This is an optimization exercise on Yosys and OpenROAD, whose aim is small area and a short achievable clock period, not a production implementation.
In this exercise RTL edits were held to simulation tests only and were not proved equivalent to the original.
Power and IR drop assume default switching activity.

### design.v
module ALU_Micros1(
  input  [7:0] iA,
  input  [7:0] iB,
  input  [4:0] ALU_Sel,
  input        iClk,
  output [7:0] oRESALU,
  output [4:0] oBanderas
);
  reg [7:0] ALU_Q;
  reg [4:0] Banderas_Q;
  assign oRESALU   = ALU_Q;
  assign oBanderas = Banderas_Q;
  wire [4:0] s = ALU_Sel;
  wire o_mul = (s == 5'd0);
  wire o_div = (s == 5'd1);
  wire o_inc = (s == 5'd2);
  wire o_dec = (s == 5'd3);
  wire o_and = (s == 5'd4);
  wire o_or  = (s == 5'd5);
  wire o_not = (s == 5'd6) | (s == 5'd8);
  wire o_xor = (s == 5'd7);
  wire o_asl = (s == 5'd9);
  wire o_asr = (s == 5'd10);
  wire o_lsl = (s == 5'd11);
  wire o_lsr = (s == 5'd12);
  wire o_rol = (s == 5'd13);
  wire o_ror = (s == 5'd14);
  wire o_add = (s == 5'd15);
  wire o_sub = (s == 5'd16);
  wire hold  = (s > 5'd16);
  wire o_ar  = o_inc | o_dec | o_add | o_sub;
  wire pp0_0 = ~(iA[0] & iB[0]);   
  wire pp0_1 = ~(iA[0] & iB[1]);   
  wire pp0_2 = ~(iA[0] & iB[2]);   
  wire pp0_3 = ~(iA[0] & iB[3]);   
  wire pp0_4 = ~(iA[0] & iB[4]);   
  wire pp0_5 = ~(iA[0] & iB[5]);   
  wire pp0_6 = ~(iA[0] & iB[6]);   
  wire pp0_7 = ~(iA[0] & iB[7]);   
  wire pp1_0 = ~(iA[1] & iB[0]);   
  wire pp1_1 = ~(iA[1] & iB[1]);   
  wire pp1_2 = ~(iA[1] & iB[2]);   
  wire pp1_3 = ~(iA[1] & iB[3]);   
  wire pp1_4 = ~(iA[1] & iB[4]);   
  wire pp1_5 = ~(iA[1] & iB[5]);   
  wire pp1_6 = ~(iA[1] & iB[6]);   
  wire pp1_7 = ~(iA[1] & iB[7]);   
  wire pp2_0 = ~(iA[2] & iB[0]);   
  wire pp2_1 = ~(iA[2] & iB[1]);   
  wire pp2_2 = ~(iA[2] & iB[2]);   
  wire pp2_3 = ~(iA[2] & iB[3]);   
  wire pp2_4 = ~(iA[2] & iB[4]);   
  wire pp2_5 = ~(iA[2] & iB[5]);   
  wire pp2_6 = ~(iA[2] & iB[6]);   
  wire pp3_0 = ~(iA[3] & iB[0]);   
  wire pp3_1 = ~(iA[3] & iB[1]);   
  wire pp3_2 = ~(iA[3] & iB[2]);   
  wire pp3_3 = ~(iA[3] & iB[3]);   
  wire pp3_4 = ~(iA[3] & iB[4]);   
  wire pp3_5 = ~(iA[3] & iB[5]);   
  wire pp4_0 = ~(iA[4] & iB[0]);   
  wire pp4_1 = ~(iA[4] & iB[1]);   
  wire pp4_2 = ~(iA[4] & iB[2]);   
  wire pp4_3 = ~(iA[4] & iB[3]);   
  wire pp4_4 = ~(iA[4] & iB[4]);   
  wire pp5_0 = ~(iA[5] & iB[0]);   
  wire pp5_1 = ~(iA[5] & iB[1]);   
  wire pp5_2 = ~(iA[5] & iB[2]);   
  wire pp5_3 = ~(iA[5] & iB[3]);   
  wire pp6_0 = ~(iA[6] & iB[0]);   
  wire pp6_1 = ~(iA[6] & iB[1]);   
  wire pp6_2 = ~(iA[6] & iB[2]);   
  wire pp7_0 = ~(iA[7] & iB[0]);   
  wire pp7_1 = ~(iA[7] & iB[1]);   
  wire m1_s, m1_c;
  xnor2m u_m1x (.a(pp0_6), .b(pp1_5), .y(m1_s));
  or2m u_m1o (.a(pp0_6), .b(pp1_5), .y(m1_c));
  wire m2_s, m2_c;
  fa u_m2 (.a(pp0_7), .b(pp1_6), .c(pp2_5), .s(m2_s), .co(m2_c));
  wire m3_s, m3_c;
  xnor2m u_m3x (.a(pp3_4), .b(pp4_3), .y(m3_s));
  or2m u_m3o (.a(pp3_4), .b(pp4_3), .y(m3_c));
  wire mx4 = pp1_7 ^ pp2_6 ^ pp3_5;
  wire mx5 = ~(pp4_4 ^ pp5_3);
  wire m6_s, m6_c;
  xnor2m u_m6x (.a(pp0_4), .b(pp1_3), .y(m6_s));
  or2m u_m6o (.a(pp0_4), .b(pp1_3), .y(m6_c));
  wire m7_s, m7_c;
  fa u_m7 (.a(pp0_5), .b(pp1_4), .c(pp2_3), .s(m7_s), .co(m7_c));
  wire m8_s, m8_c;
  xnor2m u_m8x (.a(pp3_2), .b(pp4_1), .y(m8_s));
  or2m u_m8o (.a(pp3_2), .b(pp4_1), .y(m8_c));
  wire m9_s, m9_c;
  fa u_m9 (.a(m1_s), .b(pp2_4), .c(pp3_3), .s(m9_s), .co(m9_c));
  wire m10_s, m10_c;
  fa u_m10 (.a(pp4_2), .b(pp5_1), .c(pp6_0), .s(m10_s), .co(m10_c));
  wire m11_s, m11_c;
  fa u_m11 (.a(m2_s), .b(m3_s), .c(pp5_2), .s(m11_s), .co(m11_c));
  wire m12_s, m12_c;
  fa u_m12 (.a(pp6_1), .b(pp7_0), .c(m1_c), .s(m12_s), .co(m12_c));
  wire mx13 = mx4 ^ mx5 ^ pp6_2;
  wire mx14 = pp7_1 ^ m2_c ^ m3_c;
  wire m15_s, m15_c;
  xnor2m u_m15x (.a(pp0_3), .b(pp1_2), .y(m15_s));
  or2m u_m15o (.a(pp0_3), .b(pp1_2), .y(m15_c));
  wire m16_s, m16_c;
  fa u_m16 (.a(m6_s), .b(pp2_2), .c(pp3_1), .s(m16_s), .co(m16_c));
  wire m17_s, m17_c;
  fa u_m17 (.a(m7_s), .b(m8_s), .c(pp5_0), .s(m17_s), .co(m17_c));
  wire m18_s, m18_c;
  fa u_m18 (.a(m9_s), .b(m10_s), .c(m7_c), .s(m18_s), .co(m18_c));
  wire m19_s, m19_c;
  fa u_m19 (.a(m11_s), .b(m12_s), .c(m9_c), .s(m19_s), .co(m19_c));
  wire mx20 = mx13 ^ mx14 ^ m11_c;
  wire m21_s, m21_c;
  xnor2m u_m21x (.a(pp0_2), .b(pp1_1), .y(m21_s));
  or2m u_m21o (.a(pp0_2), .b(pp1_1), .y(m21_c));
  wire m22_s, m22_c;
  fa u_m22 (.a(m15_s), .b(pp2_1), .c(pp3_0), .s(m22_s), .co(m22_c));
  wire m23_s, m23_c;
  fa u_m23 (.a(m16_s), .b(pp4_0), .c(m15_c), .s(m23_s), .co(m23_c));
  wire m24_s, m24_c;
  fa u_m24 (.a(m17_s), .b(m6_c), .c(m16_c), .s(m24_s), .co(m24_c));
  wire m25_s, m25_c;
  fa u_m25 (.a(m18_s), .b(m8_c), .c(m17_c), .s(m25_s), .co(m25_c));
  wire m26_s, m26_c;
  fa u_m26 (.a(m19_s), .b(m10_c), .c(m18_c), .s(m26_s), .co(m26_c));
  wire mx27 = mx20 ^ m12_c ^ m19_c;
  wire [8:0] mul;
  assign mul[0] = ~pp0_0;
  wire m28_s, m28_c;
  xnor2m u_m28x (.a(pp0_1), .b(pp1_0), .y(m28_s));
  or2m u_m28o (.a(pp0_1), .b(pp1_0), .y(m28_c));
  assign mul[1] = ~m28_s;
  wire m29_s, m29_c;
  fa u_m29 (.a(m21_s), .b(pp2_0), .c(m28_c), .s(m29_s), .co(m29_c));
  assign mul[2] = ~m29_s;
  wire m30_s, m30_c;
  fa u_m30 (.a(m22_s), .b(m21_c), .c(m29_c), .s(m30_s), .co(m30_c));
  assign mul[3] = ~m30_s;
  wire m31_s, m31_c;
  fa u_m31 (.a(m23_s), .b(m22_c), .c(m30_c), .s(m31_s), .co(m31_c));
  assign mul[4] = ~m31_s;
  wire m32_s, m32_c;
  fa u_m32 (.a(m24_s), .b(m23_c), .c(m31_c), .s(m32_s), .co(m32_c));
  assign mul[5] = ~m32_s;
  wire m33_s, m33_c;
  fa u_m33 (.a(m25_s), .b(m24_c), .c(m32_c), .s(m33_s), .co(m33_c));
  assign mul[6] = ~m33_s;
  wire m34_s, m34_c;
  fa u_m34 (.a(m26_s), .b(m25_c), .c(m33_c), .s(m34_s), .co(m34_c));
  assign mul[7] = ~m34_s;
  assign mul[8] = ~mx27 ^ ~m26_c ^ ~m34_c;
  wire [7:0] q;
  wire [7:0] nb = ~iB;
  wire hz1 = ~|iB[7:1];
  wire hz2 = ~|iB[7:2];
  wire hz3 = ~|iB[7:3];
  wire hz4 = ~|iB[7:4];
  wire hz5 = ~|iB[7:5];
  wire hz6 = ~|iB[7:6];
  wire hz7 = ~|iB[7:7];
  wire dh7_35_s = iA[7] ^ nb[0];
  wire dh7_35_c = iA[7] & nb[0];
  assign q[7] = hz1 & (iA[7] | nb[0]);
  wire [0:0] r7;
  assign r7[0] = q[7] ? ~dh7_35_s : iA[7];
  wire dh6_36_s = iA[6] ^ nb[0];
  wire dh6_36_c = iA[6] & nb[0];
  wire dh6_37_s = r7[0] ^ nb[1];
  wire dh6_37_c = r7[0] & nb[1];
  wire pg6_38_g = dh6_37_c | (dh6_37_s & (iA[6] | nb[0]));
  assign q[6] = hz2 & pg6_38_g;
  wire [1:0] r6;
  assign r6[0] = q[6] ? ~dh6_36_s : iA[6];
  assign r6[1] = q[6] ? (dh6_37_s ^ (iA[6] | nb[0])) : r7[0];
  wire dh5_39_s = iA[5] ^ nb[0];
  wire dh5_39_c = iA[5] & nb[0];
  wire dh5_40_s = r6[0] ^ nb[1];
  wire dh5_40_c = r6[0] & nb[1];
  wire dh5_41_s = r6[1] ^ nb[2];
  wire dh5_41_c = r6[1] & nb[2];
  wire pg5_42_g = dh5_40_c | (dh5_40_s & (iA[5] | nb[0]));
  wire pg5_43_g = dh5_41_c | (dh5_41_s & pg5_42_g);
  wire pg5_43_p = dh5_41_s & dh5_40_s;
  assign q[5] = hz3 & pg5_43_g;
  wire [2:0] r5;
  assign r5[0] = q[5] ? ~dh5_39_s : iA[5];
  assign r5[1] = q[5] ? (dh5_40_s ^ (iA[5] | nb[0])) : r6[0];
  assign r5[2] = q[5] ? (dh5_41_s ^ pg5_42_g) : r6[1];
  wire dh4_44_s = iA[4] ^ nb[0];
  wire dh4_44_c = iA[4] & nb[0];
  wire dh4_45_s = r5[0] ^ nb[1];
  wire dh4_45_c = r5[0] & nb[1];
  wire dh4_46_s = r5[1] ^ nb[2];
  wire dh4_46_c = r5[1] & nb[2];
  wire dh4_47_s = r5[2] ^ nb[3];
  wire dh4_47_c = r5[2] & nb[3];
  wire pg4_48_g = dh4_45_c | (dh4_45_s & (iA[4] | nb[0]));
  wire pg4_49_g = dh4_47_c | (dh4_47_s & dh4_46_c);
  wire pg4_49_p = dh4_47_s & dh4_46_s;
  wire pg4_50_g = dh4_46_c | (dh4_46_s & pg4_48_g);
  wire pg4_50_p = dh4_46_s & dh4_45_s;
  wire pg4_51_g = pg4_49_g | (pg4_49_p & pg4_48_g);
  wire pg4_51_p = pg4_49_p & dh4_45_s;
  assign q[4] = hz4 & pg4_51_g;
  wire [3:0] r4;
  assign r4[0] = q[4] ? ~dh4_44_s : iA[4];
  assign r4[1] = q[4] ? (dh4_45_s ^ (iA[4] | nb[0])) : r5[0];
  assign r4[2] = q[4] ? (dh4_46_s ^ pg4_48_g) : r5[1];
  assign r4[3] = q[4] ? (dh4_47_s ^ pg4_50_g) : r5[2];
  wire dh3_52_s = iA[3] ^ nb[0];
  wire dh3_52_c = iA[3] & nb[0];
  wire dh3_53_s = r4[0] ^ nb[1];
  wire dh3_53_c = r4[0] & nb[1];
  wire dh3_54_s = r4[1] ^ nb[2];
  wire dh3_54_c = r4[1] & nb[2];
  wire dh3_55_s = r4[2] ^ nb[3];
  wire dh3_55_c = r4[2] & nb[3];
  wire dh3_56_s = r4[3] ^ nb[4];
  wire dh3_56_c = r4[3] & nb[4];
  wire pg3_57_g = dh3_53_c | (dh3_53_s & (iA[3] | nb[0]));
  wire pg3_58_g = dh3_55_c | (dh3_55_s & dh3_54_c);
  wire pg3_58_p = dh3_55_s & dh3_54_s;
  wire pg3_59_g = dh3_54_c | (dh3_54_s & pg3_57_g);
  wire pg3_59_p = dh3_54_s & dh3_53_s;
  wire pg3_60_g = pg3_58_g | (pg3_58_p & pg3_57_g);
  wire pg3_60_p = pg3_58_p & dh3_53_s;
  wire pg3_61_g = dh3_56_c | (dh3_56_s & pg3_60_g);
  wire pg3_61_p = dh3_56_s & pg3_60_p;
  assign q[3] = hz5 & pg3_61_g;
  wire [4:0] r3;
  assign r3[0] = q[3] ? ~dh3_52_s : iA[3];
  assign r3[1] = q[3] ? (dh3_53_s ^ (iA[3] | nb[0])) : r4[0];
  assign r3[2] = q[3] ? (dh3_54_s ^ pg3_57_g) : r4[1];
  assign r3[3] = q[3] ? (dh3_55_s ^ pg3_59_g) : r4[2];
  assign r3[4] = q[3] ? (dh3_56_s ^ pg3_60_g) : r4[3];
  wire dh2_62_s = iA[2] ^ nb[0];
  wire dh2_62_c = iA[2] & nb[0];
  wire dh2_63_s = r3[0] ^ nb[1];
  wire dh2_63_c = r3[0] & nb[1];
  wire dh2_64_s = r3[1] ^ nb[2];
  wire dh2_64_c = r3[1] & nb[2];
  wire dh2_65_s = r3[2] ^ nb[3];
  wire dh2_65_c = r3[2] & nb[3];
  wire dh2_66_s = r3[3] ^ nb[4];
  wire dh2_66_c = r3[3] & nb[4];
  wire dh2_67_s = r3[4] ^ nb[5];
  wire dh2_67_c = r3[4] & nb[5];
  wire pg2_68_g = dh2_63_c | (dh2_63_s & (iA[2] | nb[0]));
  wire pg2_69_g = dh2_65_c | (dh2_65_s & dh2_64_c);
  wire pg2_69_p = dh2_65_s & dh2_64_s;
  wire pg2_70_g = dh2_67_c | (dh2_67_s & dh2_66_c);
  wire pg2_70_p = dh2_67_s & dh2_66_s;
  wire pg2_71_g = dh2_64_c | (dh2_64_s & pg2_68_g);
  wire pg2_71_p = dh2_64_s & dh2_63_s;
  wire pg2_72_g = pg2_69_g | (pg2_69_p & pg2_68_g);
  wire pg2_72_p = pg2_69_p & dh2_63_s;
  wire pg2_73_g = dh2_66_c | (dh2_66_s & pg2_72_g);
  wire pg2_73_p = dh2_66_s & pg2_72_p;
  wire pg2_74_g = pg2_70_g | (pg2_70_p & pg2_72_g);
  wire pg2_74_p = pg2_70_p & pg2_72_p;
  assign q[2] = hz6 & pg2_74_g;
  wire [5:0] r2;
  assign r2[0] = q[2] ? ~dh2_62_s : iA[2];
  assign r2[1] = q[2] ? (dh2_63_s ^ (iA[2] | nb[0])) : r3[0];
  assign r2[2] = q[2] ? (dh2_64_s ^ pg2_68_g) : r3[1];
  assign r2[3] = q[2] ? (dh2_65_s ^ pg2_71_g) : r3[2];
  assign r2[4] = q[2] ? (dh2_66_s ^ pg2_72_g) : r3[3];
  assign r2[5] = q[2] ? (dh2_67_s ^ pg2_73_g) : r3[4];
  wire dh1_75_s = iA[1] ^ nb[0];
  wire dh1_75_c = iA[1] & nb[0];
  wire dh1_76_s = r2[0] ^ nb[1];
  wire dh1_76_c = r2[0] & nb[1];
  wire dh1_77_s = r2[1] ^ nb[2];
  wire dh1_77_c = r2[1] & nb[2];
  wire dh1_78_s = r2[2] ^ nb[3];
  wire dh1_78_c = r2[2] & nb[3];
  wire dh1_79_s = r2[3] ^ nb[4];
  wire dh1_79_c = r2[3] & nb[4];
  wire dh1_80_s = r2[4] ^ nb[5];
  wire dh1_80_c = r2[4] & nb[5];
  wire dh1_81_s = r2[5] ^ nb[6];
  wire dh1_81_c = r2[5] & nb[6];
  wire pg1_82_g = dh1_76_c | (dh1_76_s & (iA[1] | nb[0]));
  wire pg1_83_g = dh1_78_c | (dh1_78_s & dh1_77_c);
  wire pg1_83_p = dh1_78_s & dh1_77_s;
  wire pg1_84_g = dh1_80_c | (dh1_80_s & dh1_79_c);
  wire pg1_84_p = dh1_80_s & dh1_79_s;
  wire pg1_85_g = dh1_77_c | (dh1_77_s & pg1_82_g);
  wire pg1_85_p = dh1_77_s & dh1_76_s;
  wire pg1_86_g = pg1_83_g | (pg1_83_p & pg1_82_g);
  wire pg1_86_p = pg1_83_p & dh1_76_s;
  wire pg1_87_g = dh1_81_c | (dh1_81_s & pg1_84_g);
  wire pg1_87_p = dh1_81_s & pg1_84_p;
  wire pg1_88_g = dh1_79_c | (dh1_79_s & pg1_86_g);
  wire pg1_88_p = dh1_79_s & pg1_86_p;
  wire pg1_89_g = pg1_84_g | (pg1_84_p & pg1_86_g);
  wire pg1_89_p = pg1_84_p & pg1_86_p;
  wire pg1_90_g = pg1_87_g | (pg1_87_p & pg1_86_g);
  wire pg1_90_p = pg1_87_p & pg1_86_p;
  assign q[1] = hz7 & pg1_90_g;
  wire [6:0] r1;
  assign r1[0] = q[1] ? ~dh1_75_s : iA[1];
  assign r1[1] = q[1] ? (dh1_76_s ^ (iA[1] | nb[0])) : r2[0];
  assign r1[2] = q[1] ? (dh1_77_s ^ pg1_82_g) : r2[1];
  assign r1[3] = q[1] ? (dh1_78_s ^ pg1_85_g) : r2[2];
  assign r1[4] = q[1] ? (dh1_79_s ^ pg1_86_g) : r2[3];
  assign r1[5] = q[1] ? (dh1_80_s ^ pg1_88_g) : r2[4];
  assign r1[6] = q[1] ? (dh1_81_s ^ pg1_89_g) : r2[5];
  wire dh0_91_s = iA[0] ^ nb[0];
  wire dh0_91_c = iA[0] & nb[0];
  wire dh0_92_s = r1[0] ^ nb[1];
  wire dh0_92_c = r1[0] & nb[1];
  wire dh0_93_s = r1[1] ^ nb[2];
  wire dh0_93_c = r1[1] & nb[2];
  wire dh0_94_s = r1[2] ^ nb[3];
  wire dh0_94_c = r1[2] & nb[3];
  wire dh0_95_s = r1[3] ^ nb[4];
  wire dh0_95_c = r1[3] & nb[4];
  wire dh0_96_s = r1[4] ^ nb[5];
  wire dh0_96_c = r1[4] & nb[5];
  wire dh0_97_s = r1[5] ^ nb[6];
  wire dh0_97_c = r1[5] & nb[6];
  wire dh0_98_s = r1[6] ^ nb[7];
  wire dh0_98_c = r1[6] & nb[7];
  wire pg0_99_g = dh0_92_c | (dh0_92_s & (iA[0] | nb[0]));
  wire pg0_100_g = dh0_94_c | (dh0_94_s & dh0_93_c);
  wire pg0_100_p = dh0_94_s & dh0_93_s;
  wire pg0_101_g = dh0_96_c | (dh0_96_s & dh0_95_c);
  wire pg0_101_p = dh0_96_s & dh0_95_s;
  wire pg0_102_g = dh0_98_c | (dh0_98_s & dh0_97_c);
  wire pg0_102_p = dh0_98_s & dh0_97_s;
  wire pg0_103_g = dh0_93_c | (dh0_93_s & pg0_99_g);
  wire pg0_103_p = dh0_93_s & dh0_92_s;
  wire pg0_104_g = pg0_100_g | (pg0_100_p & pg0_99_g);
  wire pg0_104_p = pg0_100_p & dh0_92_s;
  wire pg0_105_g = dh0_97_c | (dh0_97_s & pg0_101_g);
  wire pg0_105_p = dh0_97_s & pg0_101_p;
  wire pg0_106_g = pg0_102_g | (pg0_102_p & pg0_101_g);
  wire pg0_106_p = pg0_102_p & pg0_101_p;
  wire pg0_107_g = dh0_95_c | (dh0_95_s & pg0_104_g);
  wire pg0_107_p = dh0_95_s & pg0_104_p;
  wire pg0_108_g = pg0_101_g | (pg0_101_p & pg0_104_g);
  wire pg0_108_p = pg0_101_p & pg0_104_p;
  wire pg0_109_g = pg0_105_g | (pg0_105_p & pg0_104_g);
  wire pg0_109_p = pg0_105_p & pg0_104_p;
  wire pg0_110_g = pg0_106_g | (pg0_106_p & pg0_104_g);
  wire pg0_110_p = pg0_106_p & pg0_104_p;
  assign q[0] = pg0_110_g;
  wire [7:0] ab  = ({8{o_add}} & iB) | ({8{o_sub}} & ~iB) | {8{o_dec}};
  wire       ab8 = o_sub | o_dec;
  wire       cin = o_sub | o_inc;
  wire ad111_s, ad111_c;
  fa u_ad111 (.a(iA[0]), .b(ab[0]), .c(cin), .s(ad111_s), .co(ad111_c));
  wire ad112_s, ad112_c;
  fa u_ad112 (.a(iA[1]), .b(ab[1]), .c(ad111_c), .s(ad112_s), .co(ad112_c));
  wire ad113_s, ad113_c;
  fa u_ad113 (.a(iA[2]), .b(ab[2]), .c(ad112_c), .s(ad113_s), .co(ad113_c));
  wire ad114_s, ad114_c;
  fa u_ad114 (.a(iA[3]), .b(ab[3]), .c(ad113_c), .s(ad114_s), .co(ad114_c));
  wire ad115_s, ad115_c;
  fa u_ad115 (.a(iA[4]), .b(ab[4]), .c(ad114_c), .s(ad115_s), .co(ad115_c));
  wire ad116_s, ad116_c;
  fa u_ad116 (.a(iA[5]), .b(ab[5]), .c(ad115_c), .s(ad116_s), .co(ad116_c));
  wire ad117_s, ad117_c;
  fa u_ad117 (.a(iA[6]), .b(ab[6]), .c(ad116_c), .s(ad117_s), .co(ad117_c));
  wire ad118_s, ad118_c;
  fa u_ad118 (.a(iA[7]), .b(ab[7]), .c(ad117_c), .s(ad118_s), .co(ad118_c));
  wire [8:0] sum = {ab8 ^ ad118_c, ad118_s, ad117_s, ad116_s, ad115_s, ad114_s, ad113_s, ad112_s, ad111_s};
  wire [8:0] shl0 = {1'b0, iA} << iB[3:0];
  wire lbig = o_asl ? (|iB[6:4]) : (|iB[7:4]);
  wire [8:0] shl  = lbig ? 9'h000 : shl0;
  wire [7:0] srin = {iA[7] & ~o_asr, iA[6:0]};
  wire [7:0] shr0 = srin >> iB[2:0];
  wire rbig = o_asr ? (|iB[6:3]) : (|iB[7:3]);
  wire [7:0] shr  = rbig ? 8'h00 : shr0;
  wire [3:0] lt = ({4{o_and}} & 4'b1000) | ({4{o_or}} & 4'b1110) |
                  ({4{o_xor}} & 4'b0110) | ({4{o_not}} & 4'b0011);
  wire [7:0] lu;
  genvar gi;
  generate for (gi = 0; gi < 8; gi = gi + 1) begin : lug
    assign lu[gi] = lt[{iA[gi], iB[gi]}];
  end endgenerate
  wire o_shl = o_asl | o_lsl;
  wire o_shr = o_asr | o_lsr;
  wire [7:0] D = lu
      | ({8{o_mul}} & mul[7:0])
      | ({8{o_div}} & q)
      | ({8{o_ar}}  & sum[7:0])
      | ({o_lsl, {7{o_shl}}} & shl[7:0])
      | ({o_lsr, {7{o_shr}}} & shr)
      | ({8{o_rol}} & {iA[6:0], iA[7]})
      | ({8{o_ror}} & {iA[0], iA[7:1]})
      | {(o_asl | o_asr) & iA[7], 7'd0};
  wire f_v = (o_mul & mul[8]) | (o_ar & sum[8]) | (o_lsl & shl[8]) | (o_rol & iA[7]);
  wire f_c = D[7] & ~(o_not | o_asl | o_asr | hold);
  always @(posedge iClk) begin
    if (!hold) ALU_Q <= D;
    Banderas_Q <= {~^ALU_Q, f_v, f_c, ALU_Q[7], ~|ALU_Q};
  end
endmodule
module fa(input a, input b, input c, output s, output co);
  assign s  = a ^ b ^ c;
  assign co = (a & b) | (a & c) | (b & c);
endmodule
module xnor2m(input a, input b, output y);
  assign y = ~(a ^ b);
endmodule
module or2m(input a, input b, output y);
  assign y = a | b;
endmodule
### run.sh
#!/bin/bash
# synth_recipe.tcl (not shown) runs the flow's synth.tcl, then flattens the netlist and writes it again
# the make line also repeats each setting of config.mk as NAME=value (left out here)
make -C /OpenROAD-flow-scripts/flow DESIGN_CONFIG=/design/flow/config.mk WORK_HOME=/design/flow/orfs CLKGATE_MAP_FILE= SYNTH_SCRIPT=/design/flow/synth_recipe.tcl finish
### config.mk
export PLATFORM = sky130hd
export DESIGN_NAME = ALU_Micros1
export DESIGN_NICKNAME = ALU_Micros1
export VERILOG_FILES = /design/flow/design.v
export SDC_FILE = /design/flow/constraint.sdc
export NUM_CORES = 4
export LEC_CHECK = 0
export ABC_AREA = 1
export CAP_MARGIN = 20
export CORE_MARGIN = 2
export CORE_UTILIZATION = 40
export SETUP_SLACK_MARGIN = 1.5
export SLEW_MARGIN = 20
export SYNTH_HIERARCHICAL = 1
export SYNTH_MINIMUM_KEEP_SIZE = 0
### constraint.sdc
create_clock -name core_clock -period 13.0 [get_ports {iClk}]
set_input_delay 2.6000 -clock core_clock [delete_from_list [all_inputs] [get_ports {iClk}]]
set_output_delay 2.6000 -clock core_clock [all_outputs]
set_load 0.01 [all_outputs]
==> notes.md <==
==> critical path: cells and delay by family <==
kind	cells	cell delay, ps
fa+ha+maj	10	3560
simple gates	29	3030
compound gates	10	1190
buf+inv	6	700
==> per-module statistics from Yosys (local to each module, per instance) <==
module | times used | cell area [um2] | flip-flops and latches
xnor2m | 7 | 18.77 | 0
ALU_Micros1 | 1 | 3675 | 13
or2m | 7 | 11.26 | 0
fa | 29 | 20.02 | 0
==> Yosys cell counts, types with 2 or more instances <==
cell	number
xnor2_1	11
nand3b_1	2
clkbuf_1	8
inv_4	2
edfxtp_1	8
nand2_1	171
o311ai_1	3
xor2_1	8
inv_1	85
o22ai_1	3
inv_2	13
nand2_2	10
nor2_4	3
nand4_1	3
buf_1	2
clkinv_1	2
dfxtp_1	5
o2111ai_1	6
o21ai_1	7
fa_1	43
nor2_2	6
nand3_1	31
or2_1	3
ha_1	38
a211oi_1	2
nor2_1	31
o21ai_2	3
nand2_4	3
o211ai_1	7
a21oi_1	40
o21ai_0	49
nand3_2	7
or2_2	3
o221ai_1	2
a31oi_1	2
and2_1	4
buf_2	8
nor3_1	5
==> metrics by stage <==
step	hold slack (ps)	total power [mW]	instances	cell area [um2]	setup slack, ps
floorplan	435.4	0.2124	654	4466	1889
global placement	381.1	0.2752	822	4990	712.7
detailed placement	377.7	0.2813	822	4990	459.7
CTS	389.9	0.3278	840	5194	1537
global route	394.7	0.3708	847	5329	1304
finish	386.0	0.3360	847	5329	1896
==> final cells by class <==
cell class,count,share of cell area (%)
sequential,13,6.386
clock buffer,4,0.8453
timing repair buffer,68,11.13
inverter,102,7.279
multi-input combinational,520,71.07
tap,140,3.287
==> kinds of logic (layout without fill, tap and decap cells) <==
group	Yosys count	after routing	share of synthesized area [%]
XOR/XNOR	21	21	4.707
adder cells (fa/ha/maj)	81	81	29.92
AND/OR/NAND/NOR	285	286	29.36
buffers and inverters	122	174	10.84
flip-flops	13	13	7.621
AO/OA/AOI/OAI	132	132	17.54
==> sequential cells by signal, indices dropped and copies added, names as in the netlist <==
signal,cells
Banderas_Q,5
ALU_Q,8
==> worst paths after layout <==
| kind | from | end | slack, ps |
|---|---|---|---|
| setup / recovery | iB[4] | ALU_Q[0]$_DFFE_PN_ | 1900 |
| hold / removal | ALU_Q[7]$_DFFE_PN_ | Banderas_Q[1]$_DFF_P_ | 390 |
| setup reg to reg | ALU_Q[7]$_DFFE_PN_ | Banderas_Q[4]$_DFF_P_ | 11890 |
| hold reg to reg | ALU_Q[7]$_DFFE_PN_ | Banderas_Q[1]$_DFF_P_ | 390 |
==> repair_timing <==
item,in CTS,in global routing
gates resized for setup,24,33
pin swaps,9,22
setup endpoints to repair,1,1
setup buffers,13,7
gates cloned,1,0
hold buffers,0,0
==> per-layer routing <==
metal  share of wire, %  wire (um)  vias to the layer above  track usage, %
met2                 48       6910                      204           43.17
li1                   -          -                     2229               -
met4                3.2        463                        0           8.047
met1                 43       6162                     2180           32.43
met5                  0          0                        -               0
met3                6.5        940                       30           2.193
==> cells in the final DEF (no fill, tap or decap), types with 3 or more instances in the layout <==
master / n
nor3_1: 5
clkdlybuf4s50_1: 25
inv_2: 16
nand4_1: 3
fa_2: 7
a21oi_1: 38
xor2_1: 8
dfxtp_1: 5
clkbuf_8: 3
fa_1: 36
o21ai_0: 43
ha_1: 33
nor2_4: 3
nor2_1: 29
o22ai_1: 3
nand2_4: 6
o21ai_2: 4
nand3_1: 30
buf_4: 34
or2_2: 3
ha_4: 4
or2_1: 3
o2111ai_1: 6
nor2_2: 8
nand2_1: 163
dlymetal6s2s_1: 5
and2_1: 3
o21ai_1: 11
nand2_2: 16
inv_1: 82
clkbuf_2: 3
o211ai_1: 7
nand3_2: 8
edfxtp_1: 8
xnor2_1: 11
o311ai_1: 3
==> power groups by stage <==
stage / logic [mW] / registers (mW) / clock network [mW]
2_1_floorplan: 0.156 / 0.0568 / 0
3_3_place_gp: 0.221 / 0.0537 / 0
3_5_place_dp: 0.228 / 0.0537 / 0
4_1_cts: 0.239 / 0.0529 / 0.0360
5_1_grt: 0.280 / 0.0534 / 0.0373
6_report: 0.249 / 0.0528 / 0.0344
==> key figures <==
Timing
  – RSZ-0062 raised after global routing: false
  – Count of pins over their slew limit: 0
  – Final Cycle Share: 85.42%
  – Final Critical Period: 11100 ps
  – Pin slew with the least headroom to its limit: 863.6 ps
  – Setup tns final: 0 ps
  – Rel. slew slack: 42.22%
  – Final Setup Violations: 0
  – Maximum clock frequency: 90.06 MHz
  – Worst clock skew: 2.433 ps
  – Final Hold Vio Count: 0

Setup path
  – R2R cell count: 4
  – CP max stage delay: 510 ps
  – Crit-path max FO: 7
  – CP Capture Type: flip-flop
  – Critical setup path kind: input port to flip-flop
  – Data arrival, critical path: 11080 ps
  – Startpoint Class: input port
  – CP most frequent cell: nand2_2
  – Critical path required time: 12980 ps
  – Slowest stage cell, crit path: fa_1

Clock network
  – CTS tree: built
  – Clock Path Buffers: 2
  – Clk slew on worst S/H paths: 50 ps
  – Worst-skew pair later-pin latency: 230 ps
  – CTS H-Tree Depth: 1
  – CTS Buf Count: 3
  – CTS Root Cell: clkbuf_8
  – CTS sink count: 13

Floorplan
  – Die area: 12030 um2
  – # IOs: 35
  – Die Height: 109.7 um
  – Core area: 10890 um2
  – Initial Util: 41.01%
  – Chip width: 109.7 um
  – Rows: 38

Route
  – Via Count: 4643
  – Total Routed Length: 14480 um
  – Antenna Nets Post-Route: 0
  – DR WL/cell: 17.09 um
  – DRC violation count after routing: 0
  – DR pass1 iterations: 5
  – Starting DRT DRC Count: 408
  – Via-to-Cell Ratio: 5.482

Finish
  – # fillers: 1097
  – Layout cell share with drive strength beyond 1: 18.39%
  – Syn-to-layout area delta: 19.33%
  – ANT cells: 0
  – Nets@finish: 811
  – Final Util: 48.94%
  – Multi-input logic area: 3787 um2
  – Storage cell area: 340.3 um2

Place
  – GPL Wtd Cong: 0.9981
  – DP HPWL: 11150 um
  – Buffers on Ports: 34

Synth
  – Yosys top cell area share: 19.28%
  – Number of synthesized flops with an enable pin: 8
  – Gate Count Post-Synth: 654
  – Synthesized area: 4466 um2
  – Post-synth top flop: edfxtp_1
  – Avg Inst Size Synth: 6.828 um2
  – FFs w/ async S/R, synth: 0%
  – Synth cell types: 53
  – Synth area leaders: fa_1, nand2_1, ha_1
  – Synth warnings: 7
  – Dominant cell type by area after synthesis: fa_1
  – Flops & latches, synth: 13
  – Post-synthesis sequential area ratio: 7.621%
  – Net count after synthesis: 757

Power and ir drop
  – Sw frac: 46.50%
  – Clock share of power: 10.2%
  – Reg power frac: 15.7%
  – NetSw: 156.3 uW
  – Peak supply drop: 56.44 uV
  – Cell Pwr Density: 63.06 nW/um2
  – Comb pwr share: 74.0%
  – P_int: 179.8 uW
  – LEAKAGE: 2.586 nW

Global routing
  – Gr ovfl total: 0
  – Number of global-route vias before repair: 4532
  – Initial antenna violation count: 0
  – First-pass GRT wire length: 22960 um
  – Largest net degree at the start of global routing: 30
  – Global Route Usage Sum: 24.83%

Run status
  – Status: timing/DRC/antenna clean

Min path
  – Worst hold path type: flip-flop to flip-flop
  – Hold depth: 0

Run
  – Number of max-cap violations: 0

-- static timing again, ports no longer ideal --
How much do the figures lean on ideal ports? The routed layout below was timed once more, with nothing changed but the port constraints. Step 1, drivers: a clkbuf_16 drives iClk and a buf_2 each remaining input, both assumed. Step 2, shift: input delay + t, output delay - t, t = (earliest + latest rising clock arrival at the registers) / 2. This alone moves slack from input paths to output paths. a / b / c = ideal / step 1 / step 2; a / b = the first two.
t (ns): 0.257
setup slack, ns: 1.896 / 1.896 / 1.640
worst register clock-pin slew, ns: 0.05 / 0.05
worst slew at a driven data input, ns: 0.04
cell pins on the clock port's net: 1
After both steps setup and hold are still met in this run. The setup slack of this run moves by 0.000 ns with the drivers and by -0.256 ns with both steps.
